Source: an optimization exercise on an open RTL-to-GDS flow (aim: small area and a short achievable clock period). Production flows keep margins and buffers that such runs may drop.
No run shown here included a check of the RTL's function; only the layout flow was run.
No activity file was given, so power comes from the tool's default toggle rates.

==> flow/design.v <==
module mul16lo_b (input wire [15:0] a, input wire [7:0] one, two, neg, output wire [15:0] p);
  wire pp0_0 = ((one[0] & a[0]) | (two[0] & 1'b0)) ^ neg[0];
  wire pp0_1 = ((one[0] & a[1]) | (two[0] & a[0])) ^ neg[0];
  wire pp0_2 = ((one[0] & a[2]) | (two[0] & a[1])) ^ neg[0];
  wire pp0_3 = ((one[0] & a[3]) | (two[0] & a[2])) ^ neg[0];
  wire pp0_4 = ((one[0] & a[4]) | (two[0] & a[3])) ^ neg[0];
  wire pp0_5 = ((one[0] & a[5]) | (two[0] & a[4])) ^ neg[0];
  wire pp0_6 = ((one[0] & a[6]) | (two[0] & a[5])) ^ neg[0];
  wire pp0_7 = ((one[0] & a[7]) | (two[0] & a[6])) ^ neg[0];
  wire pp0_8 = ((one[0] & a[8]) | (two[0] & a[7])) ^ neg[0];
  wire pp0_9 = ((one[0] & a[9]) | (two[0] & a[8])) ^ neg[0];
  wire pp0_10 = ((one[0] & a[10]) | (two[0] & a[9])) ^ neg[0];
  wire pp0_11 = ((one[0] & a[11]) | (two[0] & a[10])) ^ neg[0];
  wire pp0_12 = ((one[0] & a[12]) | (two[0] & a[11])) ^ neg[0];
  wire pp0_13 = ((one[0] & a[13]) | (two[0] & a[12])) ^ neg[0];
  wire pp0_14 = ((one[0] & a[14]) | (two[0] & a[13])) ^ neg[0];
  wire pp0_15 = ((one[0] & a[15]) | (two[0] & a[14])) ^ neg[0];
  wire pp1_0 = ((one[1] & a[0]) | (two[1] & 1'b0)) ^ neg[1];
  wire pp1_1 = ((one[1] & a[1]) | (two[1] & a[0])) ^ neg[1];
  wire pp1_2 = ((one[1] & a[2]) | (two[1] & a[1])) ^ neg[1];
  wire pp1_3 = ((one[1] & a[3]) | (two[1] & a[2])) ^ neg[1];
  wire pp1_4 = ((one[1] & a[4]) | (two[1] & a[3])) ^ neg[1];
  wire pp1_5 = ((one[1] & a[5]) | (two[1] & a[4])) ^ neg[1];
  wire pp1_6 = ((one[1] & a[6]) | (two[1] & a[5])) ^ neg[1];
  wire pp1_7 = ((one[1] & a[7]) | (two[1] & a[6])) ^ neg[1];
  wire pp1_8 = ((one[1] & a[8]) | (two[1] & a[7])) ^ neg[1];
  wire pp1_9 = ((one[1] & a[9]) | (two[1] & a[8])) ^ neg[1];
  wire pp1_10 = ((one[1] & a[10]) | (two[1] & a[9])) ^ neg[1];
  wire pp1_11 = ((one[1] & a[11]) | (two[1] & a[10])) ^ neg[1];
  wire pp1_12 = ((one[1] & a[12]) | (two[1] & a[11])) ^ neg[1];
  wire pp1_13 = ((one[1] & a[13]) | (two[1] & a[12])) ^ neg[1];
  wire pp2_0 = ((one[2] & a[0]) | (two[2] & 1'b0)) ^ neg[2];
  wire pp2_1 = ((one[2] & a[1]) | (two[2] & a[0])) ^ neg[2];
  wire pp2_2 = ((one[2] & a[2]) | (two[2] & a[1])) ^ neg[2];
  wire pp2_3 = ((one[2] & a[3]) | (two[2] & a[2])) ^ neg[2];
  wire pp2_4 = ((one[2] & a[4]) | (two[2] & a[3])) ^ neg[2];
  wire pp2_5 = ((one[2] & a[5]) | (two[2] & a[4])) ^ neg[2];
  wire pp2_6 = ((one[2] & a[6]) | (two[2] & a[5])) ^ neg[2];
  wire pp2_7 = ((one[2] & a[7]) | (two[2] & a[6])) ^ neg[2];
  wire pp2_8 = ((one[2] & a[8]) | (two[2] & a[7])) ^ neg[2];
  wire pp2_9 = ((one[2] & a[9]) | (two[2] & a[8])) ^ neg[2];
  wire pp2_10 = ((one[2] & a[10]) | (two[2] & a[9])) ^ neg[2];
  wire pp2_11 = ((one[2] & a[11]) | (two[2] & a[10])) ^ neg[2];
  wire pp3_0 = ((one[3] & a[0]) | (two[3] & 1'b0)) ^ neg[3];
  wire pp3_1 = ((one[3] & a[1]) | (two[3] & a[0])) ^ neg[3];
  wire pp3_2 = ((one[3] & a[2]) | (two[3] & a[1])) ^ neg[3];
  wire pp3_3 = ((one[3] & a[3]) | (two[3] & a[2])) ^ neg[3];
  wire pp3_4 = ((one[3] & a[4]) | (two[3] & a[3])) ^ neg[3];
  wire pp3_5 = ((one[3] & a[5]) | (two[3] & a[4])) ^ neg[3];
  wire pp3_6 = ((one[3] & a[6]) | (two[3] & a[5])) ^ neg[3];
  wire pp3_7 = ((one[3] & a[7]) | (two[3] & a[6])) ^ neg[3];
  wire pp3_8 = ((one[3] & a[8]) | (two[3] & a[7])) ^ neg[3];
  wire pp3_9 = ((one[3] & a[9]) | (two[3] & a[8])) ^ neg[3];
  wire pp4_0 = ((one[4] & a[0]) | (two[4] & 1'b0)) ^ neg[4];
  wire pp4_1 = ((one[4] & a[1]) | (two[4] & a[0])) ^ neg[4];
  wire pp4_2 = ((one[4] & a[2]) | (two[4] & a[1])) ^ neg[4];
  wire pp4_3 = ((one[4] & a[3]) | (two[4] & a[2])) ^ neg[4];
  wire pp4_4 = ((one[4] & a[4]) | (two[4] & a[3])) ^ neg[4];
  wire pp4_5 = ((one[4] & a[5]) | (two[4] & a[4])) ^ neg[4];
  wire pp4_6 = ((one[4] & a[6]) | (two[4] & a[5])) ^ neg[4];
  wire pp4_7 = ((one[4] & a[7]) | (two[4] & a[6])) ^ neg[4];
  wire pp5_0 = ((one[5] & a[0]) | (two[5] & 1'b0)) ^ neg[5];
  wire pp5_1 = ((one[5] & a[1]) | (two[5] & a[0])) ^ neg[5];
  wire pp5_2 = ((one[5] & a[2]) | (two[5] & a[1])) ^ neg[5];
  wire pp5_3 = ((one[5] & a[3]) | (two[5] & a[2])) ^ neg[5];
  wire pp5_4 = ((one[5] & a[4]) | (two[5] & a[3])) ^ neg[5];
  wire pp5_5 = ((one[5] & a[5]) | (two[5] & a[4])) ^ neg[5];
  wire pp6_0 = ((one[6] & a[0]) | (two[6] & 1'b0)) ^ neg[6];
  wire pp6_1 = ((one[6] & a[1]) | (two[6] & a[0])) ^ neg[6];
  wire pp6_2 = ((one[6] & a[2]) | (two[6] & a[1])) ^ neg[6];
  wire pp6_3 = ((one[6] & a[3]) | (two[6] & a[2])) ^ neg[6];
  wire pp7_0 = ((one[7] & a[0]) | (two[7] & 1'b0)) ^ neg[7];
  wire pp7_1 = ((one[7] & a[1]) | (two[7] & a[0])) ^ neg[7];
  wire s0 = pp0_10 ^ pp1_8;
  wire c0 = pp0_10 & pp1_8;
  wire s1 = pp0_11 ^ pp1_9;
  wire c1 = pp0_11 & pp1_9;
  wire s2 = pp0_12 ^ pp1_10 ^ pp2_8;
  wire c2 = (pp0_12 & pp1_10) | (pp0_12 & pp2_8) | (pp1_10 & pp2_8);
  wire s3 = pp3_6 ^ pp4_4;
  wire c3 = pp3_6 & pp4_4;
  wire s4 = pp0_13 ^ pp1_11 ^ pp2_9;
  wire c4 = (pp0_13 & pp1_11) | (pp0_13 & pp2_9) | (pp1_11 & pp2_9);
  wire s5 = pp3_7 ^ pp4_5;
  wire c5 = pp3_7 & pp4_5;
  wire s6 = pp0_14 ^ pp1_12 ^ pp2_10;
  wire c6 = (pp0_14 & pp1_12) | (pp0_14 & pp2_10) | (pp1_12 & pp2_10);
  wire s7 = pp3_8 ^ pp4_6 ^ pp5_4;
  wire c7 = (pp3_8 & pp4_6) | (pp3_8 & pp5_4) | (pp4_6 & pp5_4);
  wire s8 = pp6_2 ^ pp7_0;
  wire c8 = pp6_2 & pp7_0;
  wire s9 = pp0_15 ^ pp1_13 ^ pp2_11;
  wire s10 = pp3_9 ^ pp4_7 ^ pp5_5;
  wire s11 = pp6_3 ^ pp7_1;
  wire s12 = pp0_6 ^ pp1_4;
  wire c12 = pp0_6 & pp1_4;
  wire s13 = pp0_7 ^ pp1_5;
  wire c13 = pp0_7 & pp1_5;
  wire s14 = pp0_8 ^ pp1_6 ^ pp2_4;
  wire c14 = (pp0_8 & pp1_6) | (pp0_8 & pp2_4) | (pp1_6 & pp2_4);
  wire s15 = pp3_2 ^ pp4_0;
  wire c15 = pp3_2 & pp4_0;
  wire s16 = pp0_9 ^ pp1_7 ^ pp2_5;
  wire c16 = (pp0_9 & pp1_7) | (pp0_9 & pp2_5) | (pp1_7 & pp2_5);
  wire s17 = pp3_3 ^ pp4_1;
  wire c17 = pp3_3 & pp4_1;
  wire s18 = s0 ^ pp2_6 ^ pp3_4;
  wire c18 = (s0 & pp2_6) | (s0 & pp3_4) | (pp2_6 & pp3_4);
  wire s19 = pp4_2 ^ pp5_0 ^ neg[5];
  wire c19 = (pp4_2 & pp5_0) | (pp4_2 & neg[5]) | (pp5_0 & neg[5]);
  wire s20 = s1 ^ pp2_7 ^ pp3_5;
  wire c20 = (s1 & pp2_7) | (s1 & pp3_5) | (pp2_7 & pp3_5);
  wire s21 = pp4_3 ^ pp5_1 ^ c0;
  wire c21 = (pp4_3 & pp5_1) | (pp4_3 & c0) | (pp5_1 & c0);
  wire s22 = s2 ^ s3 ^ pp5_2;
  wire c22 = (s2 & s3) | (s2 & pp5_2) | (s3 & pp5_2);
  wire s23 = pp6_0 ^ neg[6] ^ c1;
  wire c23 = (pp6_0 & neg[6]) | (pp6_0 & c1) | (neg[6] & c1);
  wire s24 = s4 ^ s5 ^ pp5_3;
  wire c24 = (s4 & s5) | (s4 & pp5_3) | (s5 & pp5_3);
  wire s25 = pp6_1 ^ c2 ^ c3;
  wire c25 = (pp6_1 & c2) | (pp6_1 & c3) | (c2 & c3);
  wire s26 = s6 ^ s7 ^ s8;
  wire c26 = (s6 & s7) | (s6 & s8) | (s7 & s8);
  wire s27 = neg[7] ^ c4 ^ c5;
  wire c27 = (neg[7] & c4) | (neg[7] & c5) | (c4 & c5);
  wire s28 = s9 ^ s10 ^ s11;
  wire s29 = c6 ^ c7 ^ c8;
  wire s30 = pp0_4 ^ pp1_2;
  wire c30 = pp0_4 & pp1_2;
  wire s31 = pp0_5 ^ pp1_3;
  wire c31 = pp0_5 & pp1_3;
  wire s32 = s12 ^ pp2_2 ^ pp3_0;
  wire c32 = (s12 & pp2_2) | (s12 & pp3_0) | (pp2_2 & pp3_0);
  wire s33 = s13 ^ pp2_3 ^ pp3_1;
  wire c33 = (s13 & pp2_3) | (s13 & pp3_1) | (pp2_3 & pp3_1);
  wire s34 = s14 ^ s15 ^ neg[4];
  wire c34 = (s14 & s15) | (s14 & neg[4]) | (s15 & neg[4]);
  wire s35 = s16 ^ s17 ^ c14;
  wire c35 = (s16 & s17) | (s16 & c14) | (s17 & c14);
  wire s36 = s18 ^ s19 ^ c16;
  wire c36 = (s18 & s19) | (s18 & c16) | (s19 & c16);
  wire s37 = s20 ^ s21 ^ c18;
  wire c37 = (s20 & s21) | (s20 & c18) | (s21 & c18);
  wire s38 = s22 ^ s23 ^ c20;
  wire c38 = (s22 & s23) | (s22 & c20) | (s23 & c20);
  wire s39 = s24 ^ s25 ^ c22;
  wire c39 = (s24 & s25) | (s24 & c22) | (s25 & c22);
  wire s40 = s26 ^ s27 ^ c24;
  wire c40 = (s26 & s27) | (s26 & c24) | (s27 & c24);
  wire s41 = s28 ^ s29 ^ c26;
  wire s42 = pp0_2 ^ pp1_0;
  wire c42 = pp0_2 & pp1_0;
  wire s43 = pp0_3 ^ pp1_1;
  wire c43 = pp0_3 & pp1_1;
  wire s44 = s30 ^ pp2_0 ^ neg[2];
  wire c44 = (s30 & pp2_0) | (s30 & neg[2]) | (pp2_0 & neg[2]);
  wire s45 = s31 ^ pp2_1 ^ c30;
  wire c45 = (s31 & pp2_1) | (s31 & c30) | (pp2_1 & c30);
  wire s46 = s32 ^ neg[3] ^ c31;
  wire c46 = (s32 & neg[3]) | (s32 & c31) | (neg[3] & c31);
  wire s47 = s33 ^ c12 ^ c32;
  wire c47 = (s33 & c12) | (s33 & c32) | (c12 & c32);
  wire s48 = s34 ^ c13 ^ c33;
  wire c48 = (s34 & c13) | (s34 & c33) | (c13 & c33);
  wire s49 = s35 ^ c15 ^ c34;
  wire c49 = (s35 & c15) | (s35 & c34) | (c15 & c34);
  wire s50 = s36 ^ c17 ^ c35;
  wire c50 = (s36 & c17) | (s36 & c35) | (c17 & c35);
  wire s51 = s37 ^ c19 ^ c36;
  wire c51 = (s37 & c19) | (s37 & c36) | (c19 & c36);
  wire s52 = s38 ^ c21 ^ c37;
  wire c52 = (s38 & c21) | (s38 & c37) | (c21 & c37);
  wire s53 = s39 ^ c23 ^ c38;
  wire c53 = (s39 & c23) | (s39 & c38) | (c23 & c38);
  wire s54 = s40 ^ c25 ^ c39;
  wire c54 = (s40 & c25) | (s40 & c39) | (c25 & c39);
  wire s55 = s41 ^ c27 ^ c40;
  wire [15:0] x = {s55, s54, s53, s52, s51, s50, s49, s48, s47, s46, s45, s44, s43, s42, pp0_1, pp0_0};
  wire [15:0] y = {c54, c53, c52, c51, c50, c49, c48, c47, c46, c45, c44, c43, c42, neg[1], 1'b0, neg[0]};
  assign p = x + y;
endmodule
module alu (input wire [2:0] op, input wire [15:0] a, b,
  output wire [15:0] s, g, o_or, p, sh, shrq, output wire cout);
  wire binv = op[0];
  wire [15:0] bx = b ^ {16{binv}};
  assign g = a & bx;
  assign p = a ^ bx;
  wire [15:0] c;    
  bk16 bk (g, p, binv, c);
  assign s = p ^ {c[14:0], binv};
  assign o_or = a | ~p;
  assign cout = c[15];
  wire [3:0] n = b[3:0];
  wire [15:0] ar;
  genvar k;
  generate for (k = 0; k < 16; k = k + 1) begin : rv
    assign ar[k] = a[15-k];
  end endgenerate
  wire [15:0] si = op[0] ? ar : a;
  assign sh = si << n;
  wire [15:0] shr;
  generate for (k = 0; k < 16; k = k + 1) begin : rv2
    assign shr[k] = sh[15-k];
  end endgenerate
  assign shrq = {shr[15:10], shr[9] & (n != 4'd6), shr[8] & (n != 4'd7), shr[7:0]};
endmodule
module bk16 (input wire [15:0] g, p, input wire ci, output wire [15:0] c);
  wire [15:0] g0 = {g[15:1], g[0] | (p[0] & ci)};
  wire [7:0] g1, p1;
  genvar k;
  generate for (k = 0; k < 8; k = k + 1) begin : l1
    assign g1[k] = g0[2*k+1] | (p[2*k+1] & g0[2*k]);
    assign p1[k] = p[2*k+1] & p[2*k];
  end endgenerate
  wire [3:0] g2, p2;
  generate for (k = 0; k < 4; k = k + 1) begin : l2
    assign g2[k] = g1[2*k+1] | (p1[2*k+1] & g1[2*k]);
    assign p2[k] = p1[2*k+1] & p1[2*k];
  end endgenerate
  wire [1:0] g3, p3;
  generate for (k = 0; k < 2; k = k + 1) begin : l3
    assign g3[k] = g2[2*k+1] | (p2[2*k+1] & g2[2*k]);
    assign p3[k] = p2[2*k+1] & p2[2*k];
  end endgenerate
  wire g4 = g3[1] | (p3[1] & g3[0]);
  assign c[0] = g0[0];
  assign c[1] = g1[0];
  assign c[3] = g2[0];
  assign c[7] = g3[0];
  assign c[15] = g4;
  assign c[11] = g2[2] | (p2[2] & c[7]);
  assign c[5] = g1[2] | (p1[2] & c[3]);
  assign c[9] = g1[4] | (p1[4] & c[7]);
  assign c[13] = g1[6] | (p1[6] & c[11]);
  assign c[2] = g0[2] | (p[2] & c[1]);
  assign c[4] = g0[4] | (p[4] & c[3]);
  assign c[6] = g0[6] | (p[6] & c[5]);
  assign c[8] = g0[8] | (p[8] & c[7]);
  assign c[10] = g0[10] | (p[10] & c[9]);
  assign c[12] = g0[12] | (p[12] & c[11]);
  assign c[14] = g0[14] | (p[14] & c[13]);
endmodule
module booth_enc (input wire [15:0] b, output wire [7:0] one, two, neg);
  wire [16:0] bb = {b, 1'b0};
  genvar k;
  generate for (k = 0; k < 8; k = k + 1) begin : g
    assign neg[k] = bb[2*k+2];
    assign one[k] = bb[2*k+1] ^ bb[2*k];
    assign two[k] = (bb[2*k+2] & ~bb[2*k+1] & ~bb[2*k]) | (~bb[2*k+2] & bb[2*k+1] & bb[2*k]);
  end endgenerate
endmodule
module reg_file (input wire clk, input wire [7:1] we, input wire [15:0] wdata,
  input wire [2:0] ra, rb, output wire [15:0] qa, qb);
  reg [15:0] r [1:7];
  integer n;
  always @(posedge clk)
    for (n = 1; n < 8; n = n + 1)
      if (we[n]) r[n] <= wdata;
  wire [7:1] sa, sb;
  genvar i;
  generate for (i = 1; i < 8; i = i + 1) begin : dec
    assign sa[i] = (ra == i);
    assign sb[i] = (rb == i);
  end endgenerate
  assign qa = ({16{sa[1]}} & r[1]) | ({16{sa[2]}} & r[2]) | ({16{sa[3]}} & r[3]) | ({16{sa[4]}} & r[4]) |
              ({16{sa[5]}} & r[5]) | ({16{sa[6]}} & r[6]) | ({16{sa[7]}} & r[7]);
  assign qb = ({16{sb[1]}} & r[1]) | ({16{sb[2]}} & r[2]) | ({16{sb[3]}} & r[3]) | ({16{sb[4]}} & r[4]) |
              ({16{sb[5]}} & r[5]) | ({16{sb[6]}} & r[6]) | ({16{sb[7]}} & r[7]);
endmodule
module mproc (input wire clk, reset, input wire [15:0] d_in, output wire [6:0] addr, output wire [15:0] d_out);
  reg pa, pb, pc_;           
  reg [15:0] ir;             
  reg op0;                   
  reg carry;
  reg [6:0] pc;
  reg [15:0] opa, opb;
  reg [7:0] bone, btwo;      
  reg [15:0] ma;             
  always @(posedge clk) begin
    pa  <= reset | pc_;
    pb  <= ~reset & pa;
    pc_ <= ~reset & pb;
  end
  always @(posedge clk) ir <= d_in;
  always @(posedge clk)
    if (reset) op0 <= 1'b0;
    else if (pb) op0 <= d_in[9];
  wire ld = ir[15];
  wire is_alu = (ir[15:12] == 4'b0000);
  wire wr = ld | is_alu;
  wire [2:0] rd = ir[8:6];
  wire [2:0] op = {ir[11:10], op0};
  wire [15:0] r_sum, r_and, r_or, r_xor, r_shl, r_shr, mul;
  wire cout;
  alu alu_0 (op, opa, opb, r_sum, r_and, r_or, r_xor, r_shl, r_shr, cout);
  mul16lo_b mul_0 (ma, bone, btwo, {opb[15], opb[13], opb[11], opb[9], opb[7], opb[5], opb[3], opb[1]}, mul);
  always @(posedge clk) carry <= cout;
  wire exe = pc_ & ~reset;
  wire xa = exe & is_alu;
  wire s_ld  = exe & ld;
  wire s_add = xa & (op[2:1] == 2'd0);
  wire s_and = xa & (op == 3'd2);
  wire s_or  = xa & (op == 3'd3);
  wire s_xor = xa & (op == 3'd4);
  wire s_mul = xa & (op == 3'd5);
  wire s_shl = xa & (op == 3'd6);
  wire s_shr = xa & (op == 3'd7);
  wire [15:0] res = ({16{s_ld}} & d_in) | ({16{s_add}} & r_sum) | ({16{s_and}} & r_and) |
                    ({16{s_or}} & r_or) | ({16{s_xor}} & r_xor) | ({16{s_shl}} & r_shl) |
                    ({16{s_shr}} & r_shr);
  wire [15:0] wdata = res | ({16{s_mul}} & mul);
  wire wen = pc_ & wr;
  wire [7:1] we;
  genvar i;
  generate for (i = 1; i < 8; i = i + 1) begin : g_we
    assign we[i] = reset | (wen & (rd == i));
  end endgenerate
  wire [15:0] qa, qb;
  reg_file rf (clk, we, wdata, d_in[2:0], d_in[5:3], qa, qb);
  wire [7:0] one_n, two_n, neg_n;
  booth_enc enc (qb, one_n, two_n, neg_n);
  always @(posedge clk) begin
    bone <= one_n;
    btwo <= two_n;
    ma <= qa;
  end
  wire ldop = pb & ~reset;
  wire fwa = wen & (rd == ir[2:0]) & (rd != 3'd0);
  wire fwb = wen & (rd == ir[5:3]) & (rd != 3'd0);
  wire [15:0] opa_d = wdata | ({16{ldop}} & qa);
  wire [15:0] opb_d = wdata | ({16{ldop}} & qb);
  always @(posedge clk) begin
    if (ldop | reset | fwa) opa <= opa_d;
    if (ldop | reset | fwb) opb <= opb_d;
  end
  wire j = pc_ & ir[14] & carry;
  wire [6:0] delta = ld ? (j ? 7'h7f : 7'h01) : (j ? (~ir[6:0] + 7'h01) : 7'h00);
  always @(posedge clk)
    if (reset) pc <= 7'h00;
    else if (pa) pc <= pc + 7'h01;
    else if (pc_) pc <= pc + delta;
  assign addr = pc;
  assign d_out = opa;
endmodule
==> flow/flow/run.sh <==
#!/bin/bash
set -euo pipefail
MARGIN=6.0
sed -e "s/SETUP_SLACK_MARGIN=[0-9.]*/SETUP_SLACK_MARGIN=$MARGIN/" \
    -e "s|CLKGATE_MAP_FILE= |CLKGATE_MAP_FILE= 'BUFFER_PORTS_ARGS=-buffer_cell sky130_fd_sc_hd__buf_2' |" \
    standard.sh > my_standard.sh
bash my_standard.sh > layout.log 2>&1
==> flow/standard.sh <==
#!/bin/bash
# synth_recipe.tcl (not shown) runs the flow's synth.tcl, then flattens the netlist and writes it again
# the make line also repeats each setting of config.mk as NAME=value (left out here)
make -C /OpenROAD-flow-scripts/flow DESIGN_CONFIG=/design/flow/config.mk WORK_HOME=/design/flow/orfs CLKGATE_MAP_FILE= SYNTH_SCRIPT=/design/flow/synth_recipe.tcl "${@:-finish}"
==> flow/config.mk <==
export PLATFORM = sky130hd
export DESIGN_NAME = mproc
export DESIGN_NICKNAME = mproc
export VERILOG_FILES = /design/flow/design.v
export SDC_FILE = /design/flow/constraint.sdc
export NUM_CORES = 4
export LEC_CHECK = 0
export ABC_AREA = 1
export CAP_MARGIN = 20
export CORE_MARGIN = 2
export CORE_UTILIZATION = 40
export CTS_BUF_LIST = sky130_fd_sc_hd__clkbuf_4
export CTS_CLUSTER_SIZE = 12
export SETUP_SLACK_MARGIN = 5
export SLEW_MARGIN = 20
==> flow/constraint.sdc <==
create_clock -name core_clock -period 10.0 [get_ports {clk}]
set_input_delay 2.0000 -clock core_clock [delete_from_list [all_inputs] [get_ports {clk}]]
set_output_delay 2.0000 -clock core_clock [all_outputs]
set_load 0.01 [all_outputs]
==> results of run 1 <==
final cells by class:
cell class / instances / area share [%]
Clock buffer: 83 / 3.75
Multi-Input combinational cell: 1161 / 48.1
Timing Repair Buffer: 110 / 4.79
Tap cell: 455 / 3.42
Sequential cell: 203 / 33.2
Clock inverter: 20 / 0.617
Inverter: 254 / 6.08
Antenna cell: 1 / 0.0151
repair_timing:
action,4_1_cts,5_1_grt
gates resized for setup,97,40
gates cloned,1,0
buffers inserted,47,4
endpoints found under the setup margin,89,105
pin swaps,30,17
flip-flops by register name (all words and copies together) (netlist names):
signal and flops:
bone 8, btwo 8, carry 1, ir 15, ma 16, op0 1, opa 16, opb 16
pa 1, pb 1, pc 7, pc_ 1, rf.r 112
where the power goes:
part | switching, mW | internal (mW)
sequential | 0.0526 | 0.961
clock | 0.358 | 0.405
combinational | 1.40 | 0.928
total | 1.81 | 2.29
critical path: stages (launching register included):
cell	delay (ns)
sky130_fd_sc_hd__dfxtp_2	0.37
sky130_fd_sc_hd__clkinvlp_4	0.09
sky130_fd_sc_hd__buf_6	0.13
sky130_fd_sc_hd__buf_4	0.14
sky130_fd_sc_hd__buf_4	0.13
sky130_fd_sc_hd__o22ai_1	0.18
sky130_fd_sc_hd__xor2_1	0.19
sky130_fd_sc_hd__ha_1	0.27
sky130_fd_sc_hd__fa_1	0.51
sky130_fd_sc_hd__fa_1	0.46
sky130_fd_sc_hd__ha_4	0.33
sky130_fd_sc_hd__nand2_1	0.08
sky130_fd_sc_hd__nor2_1	0.15
sky130_fd_sc_hd__a21o_1	0.20
sky130_fd_sc_hd__nand2_1	0.07
sky130_fd_sc_hd__nand2_1	0.06
sky130_fd_sc_hd__a21oi_1	0.08
sky130_fd_sc_hd__or2_2	0.28
sky130_fd_sc_hd__nand3_1	0.20
sky130_fd_sc_hd__nand3_1	0.19
logic make-up after synthesis:
group,share of synthesized area (%)
adder cells (fa/ha/maj),11.9
AND/OR/NAND/NOR,18.3
AO/OA/AOI/OAI,14.7
multiplexers,0.860
XOR/XNOR,6.77
flip-flops,39.0
buffers and inverters,8.40
layer usage:
| metal | vias up | global-route usage, % | routed length [um] |
|---|---|---|---|
| li1 | 5981 | - | - |
| met1 | 6308 | 37.1 | 21100 |
| met2 | 639 | 42.6 | 22200 |
| met3 | 110 | 4.06 | 4300 |
| met4 | 0 | 9.41 | 1680 |
| met5 | - | 0 | 0 |
placed cells by master (no fill, tap or decap), types with 9 or more instances in the layout:
cell type	netlist	final
sky130_fd_sc_hd__nand3_1	84	73
sky130_fd_sc_hd__a211oi_1	9	9
sky130_fd_sc_hd__clkinv_1	8	20
sky130_fd_sc_hd__xnor2_1	12	12
sky130_fd_sc_hd__ha_1	67	59
sky130_fd_sc_hd__inv_2	12	20
sky130_fd_sc_hd__nor2_1	94	89
sky130_fd_sc_hd__inv_1	234	218
sky130_fd_sc_hd__a21oi_1	55	47
sky130_fd_sc_hd__buf_4	2	63
sky130_fd_sc_hd__xor2_1	97	93
sky130_fd_sc_hd__dfxtp_1	59	46
sky130_fd_sc_hd__edfxtp_1	144	144
sky130_fd_sc_hd__nand4_1	26	26
sky130_fd_sc_hd__mux2i_1	11	11
sky130_fd_sc_hd__a221oi_1	28	28
sky130_fd_sc_hd__o22ai_2	0	11
sky130_fd_sc_hd__o22ai_1	82	69
sky130_fd_sc_hd__o2111ai_1	18	18
sky130_fd_sc_hd__clkbuf_4	0	83
sky130_fd_sc_hd__fa_1	42	40
sky130_fd_sc_hd__o211ai_1	12	12
sky130_fd_sc_hd__o21ai_1	5	10
sky130_fd_sc_hd__nand2_1	365	354
sky130_fd_sc_hd__nor3_1	13	11
sky130_fd_sc_hd__nand3_2	5	11
sky130_fd_sc_hd__dfxtp_2	0	11
sky130_fd_sc_hd__buf_2	23	41
sky130_fd_sc_hd__o21ai_0	81	70
stage by stage:
step / setup slack [ns] / util [%] / total power, mW
5_1_grt: 5.44 / 48.0 / 4.38
3_5_place_dp: 5.14 / 43.1 / 2.77
2_1_floorplan: 5.86 / - / 2.34
3_3_place_gp: 5.16 / 43.1 / 2.75
4_1_cts: 5.66 / 47.4 / 3.84
6_report: 5.56 / 48.0 / 4.11
final timing paths:
| path | slack (ns) | from | to |
|---|---|---|---|
| setup / recovery | 5.56 | bone[1]$_DFF_P_ | opa[10]$_DFFE_PP_ |
| hold / removal | 0.47 | pc[6]$_SDFFE_PP0P_ | pc[6]$_SDFFE_PP0P_ |
| setup reg to reg | 5.56 | bone[1]$_DFF_P_ | opa[10]$_DFFE_PP_ |
| hold reg to reg | 0.47 | pc[6]$_SDFFE_PP0P_ | pc[6]$_SDFFE_PP0P_ |
==> impl_summary.txt, run 1 <==
----------------------------------------------------
[Status]
  Result of the run ... timing/DRC/antenna clean

[Clock tree]
  CTS H-Tree Depth ... 2
  CTS Buf Count ... 55
  Clock Tree Root ... sky130_fd_sc_hd__clkbuf_4
  CTS Hold Buffers Added ... 0
  Number of sinks on the clock net ... 203
  TritonCTS clock tree ... built
  Insertion delay to the later sink of the worst-skew pair ... 0.68 ns
  Maximum buffer depth of the clock tree ... 3
  Clock edge transition at the registers on the reported setup and hold paths ... 0.07 ns

[GRT]
  Vias in the first global route ... 12423
  Gr usage total ... 26.8%
  Global-route congestion overflow total ... 0
  Pin count of the biggest net entering global routing ... 58
  First-pass GRT wire length ... 73900 um
  Initial antenna violation count ... 1

[Synthesis]
  Gate count of the mapped netlist ... 1670
  Dominant cell by count in the synthesized netlist ... sky130_fd_sc_hd__nand2_1
  Biggest area contributors in the synthesized netlist ... sky130_fd_sc_hd__edfxtp_1 (31%), sky130_fd_sc_hd__nand2_1 (9.7%), sky130_fd_sc_hd__dfxtp_1 (8.4%), sky130_fd_sc_hd__inv_1 (6.2%), sky130_fd_sc_hd__xor2_1 (6.0%)
  Synthesized net count ... 1797
  Sequential element share of the synthesized area ... 39.0%
  Async S/R FF share, synth ... 0%
  Syn_area_per_cell ... 8.45 um^2
  Ranking of synthesized cells by instance count ... sky130_fd_sc_hd__nand2_1 (365), sky130_fd_sc_hd__inv_1 (234), sky130_fd_sc_hd__edfxtp_1 (144)
  Synth top area share ... 30.6%
  Number of enable-type register cells in the synthesized netlist ... 144
  Post-synth design cell area ... 14100 um^2
  Largest area contributor in the synthesized netlist ... sky130_fd_sc_hd__edfxtp_1
  Most instantiated flip-flop cell in the synthesis netlist ... sky130_fd_sc_hd__edfxtp_1
  Number of library cell types mapped by synthesis ... 54
  Count of state elements after synthesis ... 203
  Count of yosys warnings during synthesis ... 3

[Finish]
  Post-route design area ... 16600 um^2
  Relative area change from synthesis to final layout ... 17.8%
  Fill cell count ... 3324
  Area of all sequential standard cells ... 5530 um^2
  Fraction of final layout cells with drive strength greater than 1 ... 18.7%
  Post-route non-filler standard cell count ... 2287
  Fin nets ... 1912
  Area of the multi-input gates ... 7990 um^2

[STA]
  Crit share post-route ... 44.4%
  Maximum clock rate ... 225 MHz
  Post-route clock skew ... 0.0271 ns
  Headroom to the max-slew limit ... 36.7%
  Count of final hold-check violations ... 0
  TNS Setup ... 0 ns
  Tightest Pin Transition ... 0.947 ns
  Final setup violation count ... 0
  Max-slew violation total from the final report ... 0
  Post-route worst hold slack ... 0.466 ns
  Clock period minus worst slack ... 4.44 ns
  Setup repair after global routing missed its margin ... yes

[Die]
  Height of the chip ... 192 um
  Row count ... 68
  Overall die area ... 36800 um^2
  Initial Utilization ... 40.7%
  Boundary Pins ... 41
  Area of the core ... 34600 um^2
  Die X-Extent ... 192 um

[Drt]
  Aggregate routed wire length ... 49300 um
  Mean routed wirelength per cell ... 21.5 um
  Post-route DRC violation count ... 0
  Remaining number of nets flagged by the antenna check after routing ... 0
  Vias per Instance ... 5.70
  DRC violation total after the first TritonRoute iteration ... 1447
  First-pass iteration count of the detailed router ... 6
  Via count ... 13038

[Power]
  Cell leakage power ... 7.52 nW
  Power per cell area ... 247 nW/um^2
  Worst-case vdd ir drop ... 0.400 mV

[Setup path]
  Kind of launch point of the worst setup path ... flop
  Number of cells traversed by the worst register-to-register path ... 19
  Critical path class ... flop to flop
  Arrival time reported for the critical path endpoint ... 4.81 ns
  Category of the worst setup path capture point ... flop
  CP Data Required Time ... 10.37 ns
  Largest driver fanout on the critical path ... 5

[Placed design]
  Port bufs ... 40
  Cell area after placement ... 14900 um^2
  Routability Congestion ... 0.932
  Final HPWL DP ... 34900 um
  Number of cells after detailed placement ... 2131

[Min path]
  Hold crit path type ... flop to flop
  Number of cells on the worst hold path ... 2

[Flow run]
  Total of max-cap violations ... 0

----------------------------------------------------
==> inputs of run 2 (changes only) <==
--- a/flow/design.v
+++ b/flow/design.v
@@ -1,2 +1,2 @@
-module mul16lo_b (input wire [15:0] a, input wire [7:0] one, two, neg, output wire [15:0] p);
+module mul16cs (input wire [15:0] a, input wire [7:0] one, two, neg, output wire [15:0] x, y);
   wire pp0_0 = ((one[0] & a[0]) | (two[0] & 1'b0)) ^ neg[0];
@@ -178,5 +178,4 @@
   wire s55 = s41 ^ c27 ^ c40;
-  wire [15:0] x = {s55, s54, s53, s52, s51, s50, s49, s48, s47, s46, s45, s44, s43, s42, pp0_1, pp0_0};
-  wire [15:0] y = {c54, c53, c52, c51, c50, c49, c48, c47, c46, c45, c44, c43, c42, neg[1], 1'b0, neg[0]};
-  assign p = x + y;
+  assign x = {s55, s54, s53, s52, s51, s50, s49, s48, s47, s46, s45, s44, s43, s42, pp0_1, pp0_0};
+  assign y = {c54, c53, c52, c51, c50, c49, c48, c47, c46, c45, c44, c43, c42, neg[1], 1'b0, neg[0]};
 endmodule
@@ -279,2 +278,5 @@
   reg [15:0] ma;             
+  reg [15:0] mx, my;         
+  reg mulp;                  
+  reg mfwd;                  
   always @(posedge clk) begin
@@ -284,3 +286,4 @@
   end
-  always @(posedge clk) ir <= d_in;
+  always @(posedge clk)
+    if (pb) ir <= d_in;
   always @(posedge clk)
@@ -293,7 +296,17 @@
   wire [2:0] op = {ir[11:10], op0};
-  wire [15:0] r_sum, r_and, r_or, r_xor, r_shl, r_shr, mul;
+  wire is_mul = is_alu & (op == 3'd5);
+  wire [15:0] r_sum, r_and, r_or, r_xor, r_shl, r_shr, x, y;
   wire cout;
   alu alu_0 (op, opa, opb, r_sum, r_and, r_or, r_xor, r_shl, r_shr, cout);
-  mul16lo_b mul_0 (ma, bone, btwo, {opb[15], opb[13], opb[11], opb[9], opb[7], opb[5], opb[3], opb[1]}, mul);
+  mul16cs mul_0 (ma, bone, btwo, {opb[15], opb[13], opb[11], opb[9], opb[7], opb[5], opb[3], opb[1]}, x, y);
   always @(posedge clk) carry <= cout;
+  wire fa_cmp = (rd == ir[2:0]) & (rd != 3'd0);
+  wire fb_cmp = (rd == ir[5:3]) & (rd != 3'd0);
+  always @(posedge clk) begin
+    mx <= x;
+    my <= y;
+    mulp <= ~reset & pc_ & is_mul;
+    mfwd <= ~reset & pc_ & is_mul & fa_cmp;
+  end
+  wire [15:0] prod = mx + my;
   wire exe = pc_ & ~reset;
@@ -305,10 +318,9 @@
   wire s_xor = xa & (op == 3'd4);
-  wire s_mul = xa & (op == 3'd5);
   wire s_shl = xa & (op == 3'd6);
   wire s_shr = xa & (op == 3'd7);
-  wire [15:0] res = ({16{s_ld}} & d_in) | ({16{s_add}} & r_sum) | ({16{s_and}} & r_and) |
-                    ({16{s_or}} & r_or) | ({16{s_xor}} & r_xor) | ({16{s_shl}} & r_shl) |
-                    ({16{s_shr}} & r_shr);
-  wire [15:0] wdata = res | ({16{s_mul}} & mul);
-  wire wen = pc_ & wr;
+  wire s_mul = mulp & ~reset;
+  wire [15:0] wdata = ({16{s_ld}} & d_in) | ({16{s_add}} & r_sum) | ({16{s_and}} & r_and) |
+                      ({16{s_or}} & r_or) | ({16{s_xor}} & r_xor) | ({16{s_shl}} & r_shl) |
+                      ({16{s_shr}} & r_shr) | ({16{s_mul}} & prod);
+  wire wen = (pc_ & wr & ~is_mul) | mulp;
   wire [7:1] we;
@@ -328,4 +340,4 @@
   wire ldop = pb & ~reset;
-  wire fwa = wen & (rd == ir[2:0]) & (rd != 3'd0);
-  wire fwb = wen & (rd == ir[5:3]) & (rd != 3'd0);
+  wire fwa = wen & fa_cmp;
+  wire fwb = wen & fb_cmp;
   wire [15:0] opa_d = wdata | ({16{ldop}} & qa);
@@ -343,3 +355,3 @@
   assign addr = pc;
-  assign d_out = opa;
+  assign d_out = mfwd ? prod : opa;
 endmodule
--- a/flow/flow/run.sh
+++ b/flow/flow/run.sh
@@ -2,3 +2,3 @@
 set -euo pipefail
-MARGIN=6.0
+MARGIN=6.5
 sed -e "s/SETUP_SLACK_MARGIN=[0-9.]*/SETUP_SLACK_MARGIN=$MARGIN/" \
--- a/flow/config.mk
+++ b/flow/config.mk
@@ -11,4 +11,4 @@
 export CORE_UTILIZATION = 40
-export CTS_BUF_LIST = sky130_fd_sc_hd__clkbuf_4
-export CTS_CLUSTER_SIZE = 12
+export CTS_BUF_LIST = sky130_fd_sc_hd__clkbuf_8
+export CTS_CLUSTER_SIZE = 16
 export SETUP_SLACK_MARGIN = 5
==> run 2 against run 1 <==
Highest routed layer unchanged. Final cell count is 13% higher. Still clean. Largest power group unchanged. Non-clock buffer count increased by 22. Clock power rose by 26%.
==> impl_summary.txt, run 2 <==
----------------------------------------------------
[Finish]
  Fin nets ... 2159 (+13%)
  Commonest non-fill, non-tap cell in the layout ... sky130_fd_sc_hd__nand2_1
  Area of all sequential standard cells ... 6350 um^2 (+15%)
  Max FFs per register ... 112 (unchanged)
  Reg with most FFs ... rf.r
  Share of the core filled with cells ... 49.9% (+1.9 points)
  Number of antenna diodes ... 0 (-1)
  Fraction of final layout cells with drive strength greater than 1 ... 22.3% (+3.6 points)
  Relative area change from synthesis to final layout ... 22.4%
  Post-route design area ... 19400 um^2 (+16%)
  Area of the multi-input gates ... 9320 um^2 (+17%)
  Commonest cells after routing, fill and taps aside ... sky130_fd_sc_hd__nand2_1 (367), sky130_fd_sc_hd__inv_1 (254), sky130_fd_sc_hd__nand3_1 (177)
  Fill cell count ... 3620 (+8.9%)

[Flow run]
  Total of max-cap violations ... 0 (unchanged)

[Clock tree]
  Insertion delay to the later sink of the worst-skew pair ... 0.60 ns (-0.08 ns)
  Clock edge transition at the registers on the reported setup and hold paths ... 0.05 ns (-0.02 ns)
  Maximum buffer depth of the clock tree ... 3 (unchanged)
  TritonCTS clock tree ... built
  Number of sinks on the clock net ... 236 (+16%)
  Clock Tree Root ... sky130_fd_sc_hd__clkbuf_8
  CTS Buf Count ... 42 (-24%)
  CTS H-Tree Depth ... 2 (unchanged)

[Die]
  Die X-Extent ... 203 um (+5.8%)
  Initial Utilization ... 40.7% (about the same)
  Height of the chip ... 203 um (+5.8%)
  Overall die area ... 41200 um^2 (+12%)
  Area of the core ... 38800 um^2 (+12%)
  Row count ... 72 (+5.9%)
  Boundary Pins ... 41 (unchanged)

[Power]
  Power per cell area ... 204 nW/um^2 (-17%)
  Worst-case vdd ir drop ... 0.104 mV (-74%)
  Cell leakage power ... 8.66 nW (+15%)

[STA]
  Crit share post-route ... 41.8% (-2.6 points)
  Max-slew violation total from the final report ... 0 (unchanged)
  Setup repair after global routing missed its margin ... yes
  Tightest Pin Transition ... 0.993 ns (+0.0461 ns)
  Clock period minus worst slack ... 4.18 ns (-0.262 ns)
  Headroom to the max-slew limit ... 33.6% (-3.1 points)
  Final setup violation count ... 0 (unchanged)
  TNS Setup ... 0 ns (unchanged)
  Maximum clock rate ... 239 MHz (+6.3%)
  Count of final hold-check violations ... 0 (unchanged)
  Post-route clock skew ... 0.0529 ns (+0.0258 ns)

[Placed design]
  Final HPWL DP ... 40400 um (+16%)
  Cell area after placement ... 16500 um^2 (+11%)
  Port bufs ... 40 (unchanged)
  Routability Congestion ... 0.987 (+5.9%)

[Drt]
  Remaining number of nets flagged by the antenna check after routing ... 0 (unchanged)
  Vias per Instance ... 5.62 (-1.4%)
  Mean routed wirelength per cell ... 22.0 um (+2.0%)
  Aggregate routed wire length ... 56800 um (+15%)
  Post-route DRC violation count ... 0 (unchanged)
  DRC violation total after the first TritonRoute iteration ... 1634 (+13%)
  Via count ... 14525 (+11%)
  First-pass iteration count of the detailed router ... 6 (unchanged)

[Synthesis]
  Multiplexer fraction of the synthesized cell area ... 0.142% (-0.72 points)
  Ranking of synthesized cells by instance count ... sky130_fd_sc_hd__nand2_1 (411), sky130_fd_sc_hd__inv_1 (250), sky130_fd_sc_hd__nand3_1 (202)
  Simple logic cell fraction of the synthesized area ... 23.8% (+5.5 points)
  Post-synthesis share of cell area spent on xor and xnor gates ... 6.64% (-0.12 points)
  Syn_area_per_cell ... 8.25 um^2 (-2.3%)
  Number of enable-type register cells in the synthesized netlist ... 159 (+10%)
  Number of library cell types mapped by synthesis ... 53 (-1.9%)
  Synth top area share ... 30.2% (-0.46 points)
  Count of state elements after synthesis ... 236 (+16%)
  Largest area contributor in the synthesized netlist ... sky130_fd_sc_hd__edfxtp_1
  Synth Area in Compound Gates ... 10.0% (-4.7 points)
  Count of yosys warnings during synthesis ... 3 (unchanged)
  Largest family of logic cells by synthesized area ... simple AND/OR/NAND/NOR gates
  Sequential element share of the synthesized area ... 39.9% (+0.91 points)
  Share of synthesized cell area in full adder, half adder and majority cells ... 10.6% (-1.3 points)
  Gate count of the mapped netlist ... 1917 (+15%)
  Biggest area contributors in the synthesized netlist ... sky130_fd_sc_hd__edfxtp_1 (30%), sky130_fd_sc_hd__nand2_1 (9.8%), sky130_fd_sc_hd__dfxtp_1 (9.7%), sky130_fd_sc_hd__nand3_1 (6.4%), sky130_fd_sc_hd__inv_1 (5.9%)
  Dominant cell by count in the synthesized netlist ... sky130_fd_sc_hd__nand2_1
  Most instantiated flip-flop cell in the synthesis netlist ... sky130_fd_sc_hd__edfxtp_1
  Async S/R FF share, synth ... 0% (unchanged)
  Synthesized net count ... 2044 (+14%)
  Post-synth design cell area ... 15800 um^2 (+12%)

[Setup path]
  Kind of cell with the highest combined delay on the critical path ... buffers and inverters
  Cell chain of the critical path ... ha_4 -> nand2_4 -> inv_2 -> a21oi_4 -> buf_6 -> buf_4 -> nand3_2 -> nand3_1 -> o21ai_1 -> buf_2
  Critical-path cell with the highest stage delay ... sky130_fd_sc_hd__dfxtp_2
  Largest stage delay, worst path ... 0.32 ns (-0.19 ns)
  Largest driver fanout on the critical path ... 4 (-1)
  Category of the worst setup path capture point ... output port
  Kind of launch point of the worst setup path ... flop
  CP Data Required Time ... 8.00 ns (-2.37 ns)
  Arrival time reported for the critical path endpoint ... 2.18 ns (-2.63 ns)
  Critical path class ... flop to output port
  Number of buffers and inverters on the critical path ... 4 (unchanged)

[Min path]
  Hold crit path type ... flop to flop

[GRT]
  Pin count of the biggest net entering global routing ... 35 (-40%)
  Gr usage total ... 27.2% (+0.42 points)
  Global-route congestion overflow total ... 0 (unchanged)
  Vias in the first global route ... 14112 (+14%)
  Initial antenna violation count ... 0 (-1)
  First-pass GRT wire length ... 84300 um (+14%)

[Status]
  Result of the run ... timing/DRC/antenna clean

----------------------------------------------------
==> run 2: cell types whose count changed in the layout (fill, tap and decap cells not counted), sizes merged, moves of 21 or more <==
cell,change
nand3,+124
nor2,+53
nand2,+49
inv,+44
clkbuf,-36
a221oi,-29
nand4,+22
buf,+21
==> run 2: cell type report <==
class	count	area share [%]
clock buffer	46	3.27
clock inverter	32	1.35
inverter	278	5.62
multi-input combinational	1341	48.1
sequential	236	32.8
tap	518	3.35
timing repair buffer	132	5.45
timing repair inverter	1	0.0258
==> run 2: where the power goes <==
part | switching (mW) | internal, mW
clock network | 0.425 | 0.535
logic | 1.02 | 0.701
registers | 0.0989 | 1.17
total | 1.55 | 2.40
==> run 2: repair_timing <==
item / CTS / global route
endpoints found under the setup margin: 137 / 153
setup buffers: 36 / 37
gates resized for setup: 177 / 116
hold endpoints to repair: 0 / 0
gates cloned: 2 / 1
hold buffers: 0 / 0
pin swaps: 48 / 46
==> run 2: through the flow <==
| stage | hold slack [ns] | power, mW | setup WS (ns) | cells |
|---|---|---|---|---|
| 2_1_floorplan | 0.343 | 2.08 | 6.53 | 1917 |
| 3_3_place_gp | 0.460 | 2.45 | 5.71 | 2430 |
| 3_5_place_dp | 0.457 | 2.47 | 5.77 | 2430 |
| 4_1_cts | 0.465 | 3.79 | 5.86 | 2546 |
| 5_1_grt | 0.511 | 4.17 | 5.76 | 2584 |
| 6_report | 0.466 | 3.95 | 5.82 | 2584 |
==> run 2: worst reg2reg max path: cells and delay by family, from the launching register on <==
| kind | cells | cell delay [ns] |
|---|---|---|
| flops | 1 | 0.44 |
| buf+inv | 1 | 0.17 |
| xor+xnor | 1 | 0.19 |
| compound gates | 4 | 0.63 |
| fa+ha+maj | 2 | 0.86 |
| simple gates | 7 | 0.82 |
==> run 2: final timing paths <==
kind	from	end	slack [ns]	cells after the start
worst min-delay path	pa$_DFF_P_	pb$_DFF_P_	0.47	2
worst max register to register	opb[1]$_DFFE_PP_	rf.r[2][10]$_DFFE_PP_	6.60	15
worst min register to register	pa$_DFF_P_	pb$_DFF_P_	0.47	2
worst max-delay path	mx[6]$_DFF_P_	d_out[7]	5.82	10
==> run 2: kinds of logic after synthesis <==
group	Yosys count
and+or+nand+nor	848
adders and majority gates	109
muxes	2
AOI/OAI and AO/OA	262
xor gates and xnor gates	120
DFF	236
buffers and inverters	340
==> run 2: layer usage <==
layer  track usage, %  routed length [um]  vias up  part of all wire (%)
li1                 -                   -     6640                     -
met1             35.8               22800     6961                    40
met2             44.2               26000      737                    46
met3             4.33                4940      187                   8.7
met4             12.5                3020        0                   5.3
met5                0                   0        -                     0
==> inputs of run 3 (changes only) <==
--- a/flow/flow/run.sh
+++ b/flow/flow/run.sh
@@ -2,3 +2,3 @@
 set -euo pipefail
-MARGIN=6.5
+MARGIN=6.8
 sed -e "s/SETUP_SLACK_MARGIN=[0-9.]*/SETUP_SLACK_MARGIN=$MARGIN/" \
==> run 3 against run 2 <==
Clock power rose by about 10%. Sequential power barely moved. Routed wire length rose by 2.6%. Via count rose by 2.1%. Critical path depth did not move. Critical endpoint is now d_out[13].
==> impl_summary.txt, run 3 <==
----------------------------------------------------
[Status]
  Result of the run ... timing/DRC/antenna clean

[Synthesis]
  Sequential element share of the synthesized area ... 39.9% (unchanged)
  Largest area contributor in the synthesized netlist ... sky130_fd_sc_hd__edfxtp_1
  Synth top area share ... 30.2% (unchanged)
  Number of enable-type register cells in the synthesized netlist ... 159 (unchanged)
  Gate count of the mapped netlist ... 1917 (unchanged)
  Post-synth design cell area ... 15800 um^2 (unchanged)
  Multiplexer fraction of the synthesized cell area ... 0.142% (unchanged)
  Simple logic cell fraction of the synthesized area ... 23.8% (unchanged)
  Dominant cell by count in the synthesized netlist ... sky130_fd_sc_hd__nand2_1
  Number of library cell types mapped by synthesis ... 53 (unchanged)
  Share of synthesized cell area in full adder, half adder and majority cells ... 10.6% (unchanged)
  Syn_area_per_cell ... 8.25 um^2 (unchanged)
  Async S/R FF share, synth ... 0% (unchanged)
  Post-synthesis share of cell area spent on xor and xnor gates ... 6.64% (unchanged)
  Synthesized net count ... 2044 (unchanged)
  Most instantiated flip-flop cell in the synthesis netlist ... sky130_fd_sc_hd__edfxtp_1
  Count of yosys warnings during synthesis ... 3 (unchanged)
  Count of state elements after synthesis ... 236 (unchanged)
  Synth Area in Compound Gates ... 10.0% (unchanged)
  Largest family of logic cells by synthesized area ... simple AND/OR/NAND/NOR gates
  Ranking of synthesized cells by instance count ... sky130_fd_sc_hd__nand2_1 (411), sky130_fd_sc_hd__inv_1 (250), sky130_fd_sc_hd__nand3_1 (202)
  Biggest area contributors in the synthesized netlist ... sky130_fd_sc_hd__edfxtp_1 (30%), sky130_fd_sc_hd__nand2_1 (9.8%), sky130_fd_sc_hd__dfxtp_1 (9.7%), sky130_fd_sc_hd__nand3_1 (6.4%), sky130_fd_sc_hd__inv_1 (5.9%)

[Drt]
  Via count ... 14825 (+2.1%)
  Remaining number of nets flagged by the antenna check after routing ... 0 (unchanged)
  First-pass iteration count of the detailed router ... 6 (unchanged)
  DRC violation total after the first TritonRoute iteration ... 1704 (+4.3%)
  Aggregate routed wire length ... 58300 um (+2.6%)
  Mean routed wirelength per cell ... 22.3 um (+1.6%)
  Post-route DRC violation count ... 0 (unchanged)
  Vias per Instance ... 5.68 (+1.1%)

[Finish]
  Fin nets ... 2184 (+1.2%)
  Number of antenna diodes ... 0 (unchanged)
  Post-route design area ... 20200 um^2 (+4.6%)
  Commonest cells after routing, fill and taps aside ... sky130_fd_sc_hd__nand2_1 (348), sky130_fd_sc_hd__inv_1 (223), sky130_fd_sc_hd__nand3_1 (166)
  Area of the multi-input gates ... 9810 um^2 (+5.2%)
  Relative area change from synthesis to final layout ... 28.0%
  Reg with most FFs ... rf.r
  Area of all sequential standard cells ... 6360 um^2 (+0.16%)
  Commonest non-fill, non-tap cell in the layout ... sky130_fd_sc_hd__nand2_1
  Max FFs per register ... 112 (unchanged)
  Fill cell count ... 3500 (-3.3%)
  Post-route non-filler standard cell count ... 2609 (+0.97%)
  Fraction of final layout cells with drive strength greater than 1 ... 28.1% (+5.8 points)

[STA]
  Headroom to the max-slew limit ... 16.1% (-18 points)
  Setup repair after global routing missed its margin ... yes
  Maximum clock rate ... 239 MHz (about the same)
  Final setup violation count ... 0 (unchanged)
  Clock period minus worst slack ... 4.18 ns (-0.0000100 ns)
  TNS Setup ... 0 ns (unchanged)
  Post-route clock skew ... 0.0309 ns (-0.0220 ns)
  Max-slew violation total from the final report ... 0 (unchanged)
  Worst path setup slack after routing ... 5.82 ns (+0.0000100 ns)
  Count of final hold-check violations ... 0 (unchanged)
  Post-route worst hold slack ... 0.492 ns (+0.0260 ns)
  Tightest Pin Transition ... 1.25 ns (+0.262 ns)
  Crit share post-route ... 41.8% (about the same)

[Placed design]
  Number of cells after detailed placement ... 2427 (-0.12%)
  Cell area after placement ... 16900 um^2 (+2.6%)
  Routability Congestion ... 0.984 (-0.31%)
  Port bufs ... 40 (unchanged)
  Final HPWL DP ... 40100 um (-0.71%)
  Post-placement worst setup slack ... 5.55 ns (-0.223 ns)

[Power]
  Power per cell area ... 206 nW/um^2 (+1.1%)
  Cell leakage power ... 8.98 nW (+3.6%)
  Worst-case vdd ir drop ... 0.106 mV (+2.0%)

[Setup path]
  Slack of the worst reg-to-reg path ... 6.62 ns (+0.02 ns)
  Number of cells traversed by the worst register-to-register path ... 15 (unchanged)
  Capturing point of the worst reg2reg path ... rf.r[5][10]$_DFFE_PP_
  R2r startpoint ... opb[0]$_DFFE_PP_
  Worst setup path endpoint ... d_out[13]
  Category of the worst setup path capture point ... output port
  Arrival time reported for the critical path endpoint ... 2.18 ns (about the same)
  Critical path class ... flop to output port
  Kind of launch point of the worst setup path ... flop
  CP Data Required Time ... 8.00 ns (about the same)
  Largest driver fanout on the critical path ... 4 (unchanged)
  Critical path origin ... my[6]$_DFF_P_

[Clock tree]
  CTS Hold Buffers Added ... 0 (unchanged)
  Clock Tree Root ... sky130_fd_sc_hd__clkbuf_8
  Number of sinks on the clock net ... 236 (unchanged)
  CTS Buf Count ... 43 (+2.4%)
  Maximum buffer depth of the clock tree ... 3 (unchanged)
  Insertion delay to the later sink of the worst-skew pair ... 0.59 ns (about the same)
  TritonCTS clock tree ... built
  Clock edge transition at the registers on the reported setup and hold paths ... 0.06 ns (about the same)
  CTS H-Tree Depth ... 2 (unchanged)

[Die]
  Overall die area ... 41200 um^2 (unchanged)
  Die X-Extent ... 203 um (unchanged)
  Height of the chip ... 203 um (unchanged)
  Area of the core ... 38800 um^2 (unchanged)
  Initial Utilization ... 40.7% (unchanged)
  Row count ... 72 (unchanged)
  Boundary Pins ... 41 (unchanged)

[GRT]
  Gr usage total ... 27.7% (+0.51 points)
  Initial antenna violation count ... 1 (+1)
  First-pass GRT wire length ... 86000 um (+1.9%)
  Global-route congestion overflow total ... 0 (unchanged)
  Pin count of the biggest net entering global routing ... 33 (-5.7%)
  Vias in the first global route ... 14311 (+1.4%)

[Min path]
  Hold crit path type ... flop to flop
  Min-Delay Startpoint ... pa$_DFF_P_

[Flow run]
  Total of max-cap violations ... 0 (unchanged)

----------------------------------------------------
run 3: cell count changes in the layout (fill, tap and decap cells not counted), moves of 9 or more:
cell                      before  now
sky130_fd_sc_hd__nor2_4       12   25
sky130_fd_sc_hd__nand2_2      31   41
sky130_fd_sc_hd__nand2_1     367  348
sky130_fd_sc_hd__nand2_4      17   26
sky130_fd_sc_hd__nand3_1     177  166
sky130_fd_sc_hd__inv_1       254  223
sky130_fd_sc_hd__o22ai_1      80   71
sky130_fd_sc_hd__inv_2        22   36
sky130_fd_sc_hd__buf_4        77   92
sky130_fd_sc_hd__nor2_1      120  109
run 3: power breakdown:
part / switching [mW] / internal [mW]
Sequential: 0.0981 / 1.17
Clock: 0.440 / 0.624
Combinational: 1.08 / 0.766
run 3: worst max-delay path, stage by stage, from the launching register on:
cell and delay, ns:
sky130_fd_sc_hd__dfxtp_2 0.33, sky130_fd_sc_hd__ha_4 0.31, sky130_fd_sc_hd__nand2_2 0.08, sky130_fd_sc_hd__nand2_4 0.09
sky130_fd_sc_hd__inv_2 0.04, sky130_fd_sc_hd__o21ai_2 0.12, sky130_fd_sc_hd__nand2_1 0.10, sky130_fd_sc_hd__nand4_1 0.19
sky130_fd_sc_hd__nand3_2 0.12, sky130_fd_sc_hd__o21ai_2 0.07, sky130_fd_sc_hd__buf_2 0.15
run 3: stage by stage:
stage / total power [mW] / utilization [%]
floorplan: 2.20 / -
global placement: 2.59 / 43.6
detailed placement: 2.60 / 43.6
CTS: 3.97 / 49.9
global route: 4.41 / 52.1
finish: 4.18 / 52.1
run 3: cells by family (layout without fill, tap and decap cells):
group,count (synthesis),after routing
AND/OR/NAND/NOR,848,849
buffers and inverters,340,513
AO/OA/AOI/OAI,262,262
flip-flops,236,236
XOR/XNOR,120,120
adder cells (fa/ha/maj),109,109
multiplexers,2,2
run 3: how the worst min path moves through the flow:
stage / endpoint / depth (start not counted)
5_1_grt: pb$_DFF_P_ / 2
4_1_cts: pb$_DFF_P_ / 2
3_5_place_dp: pb$_DFF_P_ / 2
2_1_floorplan: my[2]$_DFF_P_ / 0
6_report: pb$_DFF_P_ / 2
3_3_place_gp: pb$_DFF_P_ / 2
run 3: layer usage:
layer / GRT usage, % / vias to the layer above / wire length [um]
met1: 36.9 / 7058 / 23400
met5: 0 / - / 13
met4: 14.2 / 2 / 3340
li1: - / 6710 / -
met3: 5.17 / 216 / 5500
met2: 43.1 / 839 / 25900
run 3: layout make-up:
class	count	area share (%)
well taps	518	3.20
repair inverters	1	0.0433
clock inverters	32	1.71
inverters	278	5.63
repair buffers	155	6.35
flip-flops and latches	236	31.4
clock buffers	47	3.20
multi-input cells	1342	48.5
run 3: what timing repair did:
action | 4_1_cts | 5_1_grt
resized for setup | 185 | 156
gates cloned | 4 | 1
pin swaps | 66 | 106
setup endpoints to repair | 171 | 167
setup buffers | 72 | 26
==> inputs of run 4 (changes only) <==
--- a/flow/flow/run.sh
+++ b/flow/flow/run.sh
@@ -2,3 +2,3 @@
 set -euo pipefail
-MARGIN=6.8
+MARGIN=6.2
 sed -e "s/SETUP_SLACK_MARGIN=[0-9.]*/SETUP_SLACK_MARGIN=$MARGIN/" \
==> run 4 against run 3 <==
Register-to-register slack lost 0.28 ns. Still clean. Non-clock buffer count shrank 55. Clock power down 16%. Critical endpoint is now d_out[14]. Synthesized cell count unchanged. Highest routed layer is now met4. Utilization fell by 4.9 points. Setup slack improved by 0.032 ns. Fmax increased by 0.77%. Clock skew up 0.026 ns. Largest cell class unchanged.
==> impl_summary.txt, run 4 <==
----------------------------------------------------
[Status]
  Result of the run ... timing/DRC/antenna clean

[Synthesis]
  Synthesized net count ... 2044 (unchanged)
  Async S/R FF share, synth ... 0% (unchanged)
  Dominant cell by count in the synthesized netlist ... sky130_fd_sc_hd__nand2_1
  Ranking of synthesized cells by instance count ... sky130_fd_sc_hd__nand2_1 (411), sky130_fd_sc_hd__inv_1 (250), sky130_fd_sc_hd__nand3_1 (202)
  Gate count of the mapped netlist ... 1917 (unchanged)
  Count of yosys warnings during synthesis ... 3 (unchanged)
  Sequential element share of the synthesized area ... 39.9% (unchanged)
  Synth top area share ... 30.2% (unchanged)
  Biggest area contributors in the synthesized netlist ... sky130_fd_sc_hd__edfxtp_1 (30%), sky130_fd_sc_hd__nand2_1 (9.8%), sky130_fd_sc_hd__dfxtp_1 (9.7%), sky130_fd_sc_hd__nand3_1 (6.4%), sky130_fd_sc_hd__inv_1 (5.9%)
  Syn_area_per_cell ... 8.25 um^2 (unchanged)
  Number of enable-type register cells in the synthesized netlist ... 159 (unchanged)
  Most instantiated flip-flop cell in the synthesis netlist ... sky130_fd_sc_hd__edfxtp_1
  Number of library cell types mapped by synthesis ... 53 (unchanged)
  Post-synth design cell area ... 15800 um^2 (unchanged)
  Count of state elements after synthesis ... 236 (unchanged)
  Largest area contributor in the synthesized netlist ... sky130_fd_sc_hd__edfxtp_1

[STA]
  Tightest Pin Transition ... 1.01 ns (-0.242 ns)
  Crit share post-route ... 41.5% (-0.32 points)
  Max-slew violation total from the final report ... 0 (unchanged)
  TNS Setup ... 0 ns (unchanged)
  Final setup violation count ... 0 (unchanged)
  Maximum clock rate ... 241 MHz (+0.77%)
  Clock period minus worst slack ... 4.15 ns (-0.0319 ns)
  Headroom to the max-slew limit ... 32.3% (+16 points)
  Setup repair after global routing missed its margin ... yes
  Count of final hold-check violations ... 0 (unchanged)
  Post-route clock skew ... 0.0568 ns (+0.0259 ns)

[Setup path]
  Cell chain of the critical path ... ha_4 -> nand2_2 -> nand2_2 -> o21bai_4 -> a21oi_2 -> nand2_1 -> nand2_1 -> nand3_1 -> o21ai_1 -> buf_2
  Largest stage delay, worst path ... 0.33 ns (about the same)
  Kind of launch point of the worst setup path ... flop
  Capturing point of the worst reg2reg path ... rf.r[4][4]$_DFFE_PP_
  Worst setup path endpoint ... d_out[14]
  Number of cells traversed by the worst register-to-register path ... 12 (-3)
  Category of the worst setup path capture point ... output port
  CP Data Required Time ... 8.00 ns (about the same)
  R2r startpoint ... opa[0]$_DFFE_PP_
  Slack of the worst reg-to-reg path ... 6.34 ns (-0.28 ns)
  Largest driver fanout on the critical path ... 4 (unchanged)
  Arrival time reported for the critical path endpoint ... 2.15 ns (-0.03 ns)
  Critical path class ... flop to output port
  Critical path origin ... my[9]$_DFF_P_
  Critical-path cell with the highest stage delay ... sky130_fd_sc_hd__dfxtp_2

[Finish]
  Relative area change from synthesis to final layout ... 16.0%
  Max FFs per register ... 112 (unchanged)
  Commonest non-fill, non-tap cell in the layout ... sky130_fd_sc_hd__nand2_1
  Commonest cells after routing, fill and taps aside ... sky130_fd_sc_hd__nand2_1 (377), sky130_fd_sc_hd__inv_1 (258), sky130_fd_sc_hd__nand3_1 (186)
  Post-route design area ... 18300 um^2 (-9.4%)
  Number of antenna diodes ... 0 (unchanged)
  Reg with most FFs ... rf.r
  Fill cell count ... 3763 (+7.5%)
  Fraction of final layout cells with drive strength greater than 1 ... 17.0% (-11 points)
  Fin nets ... 2126 (-2.7%)

[Clock tree]
  CTS Hold Buffers Added ... 0 (unchanged)
  Clock edge transition at the registers on the reported setup and hold paths ... 0.06 ns (about the same)
  TritonCTS clock tree ... built
  CTS Buf Count ... 41 (-4.7%)
  CTS H-Tree Depth ... 2 (unchanged)
  Insertion delay to the later sink of the worst-skew pair ... 0.60 ns (about the same)
  Number of sinks on the clock net ... 236 (unchanged)
  Maximum buffer depth of the clock tree ... 3 (unchanged)
  Clock Tree Root ... sky130_fd_sc_hd__clkbuf_8

[Die]
  Row count ... 72 (unchanged)
  Boundary Pins ... 41 (unchanged)
  Height of the chip ... 203 um (unchanged)
  Initial Utilization ... 40.7% (unchanged)
  Area of the core ... 38800 um^2 (unchanged)
  Die X-Extent ... 203 um (unchanged)
  Overall die area ... 41200 um^2 (unchanged)

[Drt]
  Post-route DRC violation count ... 0 (unchanged)
  DRC violation total after the first TritonRoute iteration ... 1677 (-1.6%)
  Remaining number of nets flagged by the antenna check after routing ... 0 (unchanged)
  First-pass iteration count of the detailed router ... 6 (unchanged)
  Mean routed wirelength per cell ... 21.4 um (-4.1%)
  Vias per Instance ... 5.57 (-1.9%)
  Aggregate routed wire length ... 54500 um (-6.4%)
  Via count ... 14194 (-4.3%)

[Placed design]
  Routability Congestion ... 0.992 (+0.78%)
  Cell area after placement ... 16500 um^2 (-2.6%)
  Port bufs ... 40 (unchanged)
  Final HPWL DP ... 39600 um (-1.3%)

[Flow run]
  Total of max-cap violations ... 0 (unchanged)

[GRT]
  Initial antenna violation count ... 0 (-1)
  Pin count of the biggest net entering global routing ... 35 (+6.1%)
  Gr usage total ... 26.1% (-1.6 points)
  First-pass GRT wire length ... 81000 um (-5.9%)
  Global-route congestion overflow total ... 0 (unchanged)
  Vias in the first global route ... 13725 (-4.1%)

[Power]
  Power per cell area ... 203 nW/um^2 (-1.5%)
  Cell leakage power ... 8.27 nW (-7.9%)
  Worst-case vdd ir drop ... 0.0920 mV (-13%)

[Min path]
  Hold crit path type ... flop to flop

----------------------------------------------------
run 4: worst max-delay path, delay by kind of cell, from the launching register on:
kind	cells	cell delay, ns
AO/OA/AOI/OAI	3	0.46
adder cells (fa/ha/maj)	1	0.27
buffers and inverters	1	0.15
AND/OR/NAND/NOR	5	0.39
flip-flops	1	0.33
run 4: area by class of cell:
type / count / area, um^2 / area share (%)
multi-input combinational: 1341 / 8800 / 48.0
timing repair buffer: 100 / 679 / 3.70
inverter: 278 / 1060 / 5.78
tap: 518 / 648 / 3.53
clock buffer: 44 / 606 / 3.30
timing repair inverter: 1 / 5.00 / 0.0273
clock inverter: 29 / 204 / 1.11
sequential: 236 / 6340 / 34.6
run 4: repair_timing:
item	in CTS	in global routing
cloned	1	0
endpoints found under the setup margin	114	121
setup buffers	18	25
pin swaps	29	24
gates resized for setup	97	81
run 4: worst min path at each step:
| stage | startpoint | endpoint | slack, ns | cells after the start |
|---|---|---|---|---|
| global placement | pa$_DFF_P_ | pb$_DFF_P_ | 0.46 | 2 |
| detailed placement | pa$_DFF_P_ | pb$_DFF_P_ | 0.46 | 2 |
| finish | pa$_DFF_P_ | pb$_DFF_P_ | 0.48 | 2 |
| global route | pa$_DFF_P_ | pb$_DFF_P_ | 0.50 | 2 |
| floorplan | opb[3]$_DFFE_PP_ | my[2]$_DFF_P_ | 0.34 | 0 |
| CTS | pa$_DFF_P_ | pb$_DFF_P_ | 0.47 | 2 |
run 4: per-layer routing:
layer	track usage, %	up-vias	routed length (um)
li1	-	6581	-
met1	34.8	6770	23000
met2	42.5	701	24900
met3	3.77	142	4290
met4	11.4	0	2420
met5	0	-	0
run 4: kinds of logic (layout without fill, tap and decap cells):
kind of cell / count (synthesis) / after routing / share of synthesized area [%]
AOI/OAI and AO/OA: 262 / 262 / 10.0
xor gates and xnor gates: 120 / 120 / 6.64
adders and majority gates: 109 / 109 / 10.6
buffers and inverters: 340 / 452 / 8.78
DFF: 236 / 236 / 39.9
muxes: 2 / 2 / 0.142
and+or+nand+nor: 848 / 848 / 23.8
run 4: power breakdown:
part | internal (mW) | switching [mW] | total (mW)
clock | 0.484 | 0.408 | 0.892
combinational | 0.630 | 0.943 | 1.57
sequential | 1.17 | 0.0932 | 1.26
run 4: through the flow:
stage	total power, mW	worst slack (ns)	hold slack, ns	utilization (%)	std cells
after detailed placement	2.45	5.66	0.464	42.4	2430
after global routing	3.96	5.76	0.496	47.2	2547
final	3.73	5.85	0.478	47.2	2547
after CTS	3.58	5.86	0.468	45.9	2522
after floorplan	2.08	6.28	0.343	-	1917
after global placement	2.43	5.72	0.460	42.4	2430

-- what the ideal ports hide --
No port has a modelled driver above. Below, the same layouts with a new extraction and two added sets of constraints.
Step 1 (the two cells are an assumption about what drives the block):
set clk [get_ports {clk}]
set_driving_cell -lib_cell sky130_fd_sc_hd__clkbuf_16 $clk
set_driving_cell -lib_cell sky130_fd_sc_hd__buf_2 [delete_from_list [all_inputs] $clk]
Step 2 also shifts input and output timing later by t, the mid clock arrival at the registers, as if the neighbouring blocks saw the same clock.
Three values: ideal, step 1, step 2; two values: the first two.
| run | t (ns) | setup slack, ns | pins driven straight from the clock port |
|---|---|---|---|
| run 1 | 0.706 | 5.559 / 5.559 / 5.460 | 1 |
| run 2 | 0.621 | 5.821 / 5.774 / 5.990 | 1 |
| run 3 | 0.625 | 5.821 / 5.773 / 6.142 | 1 |
| run 4 | 0.615 | 5.853 / 5.804 / 5.725 | 1 |
After both steps setup and hold are still met in every run listed. The setup slack of run 4, which loses most, moves by -0.049 ns with the drivers and by -0.128 ns with both steps.
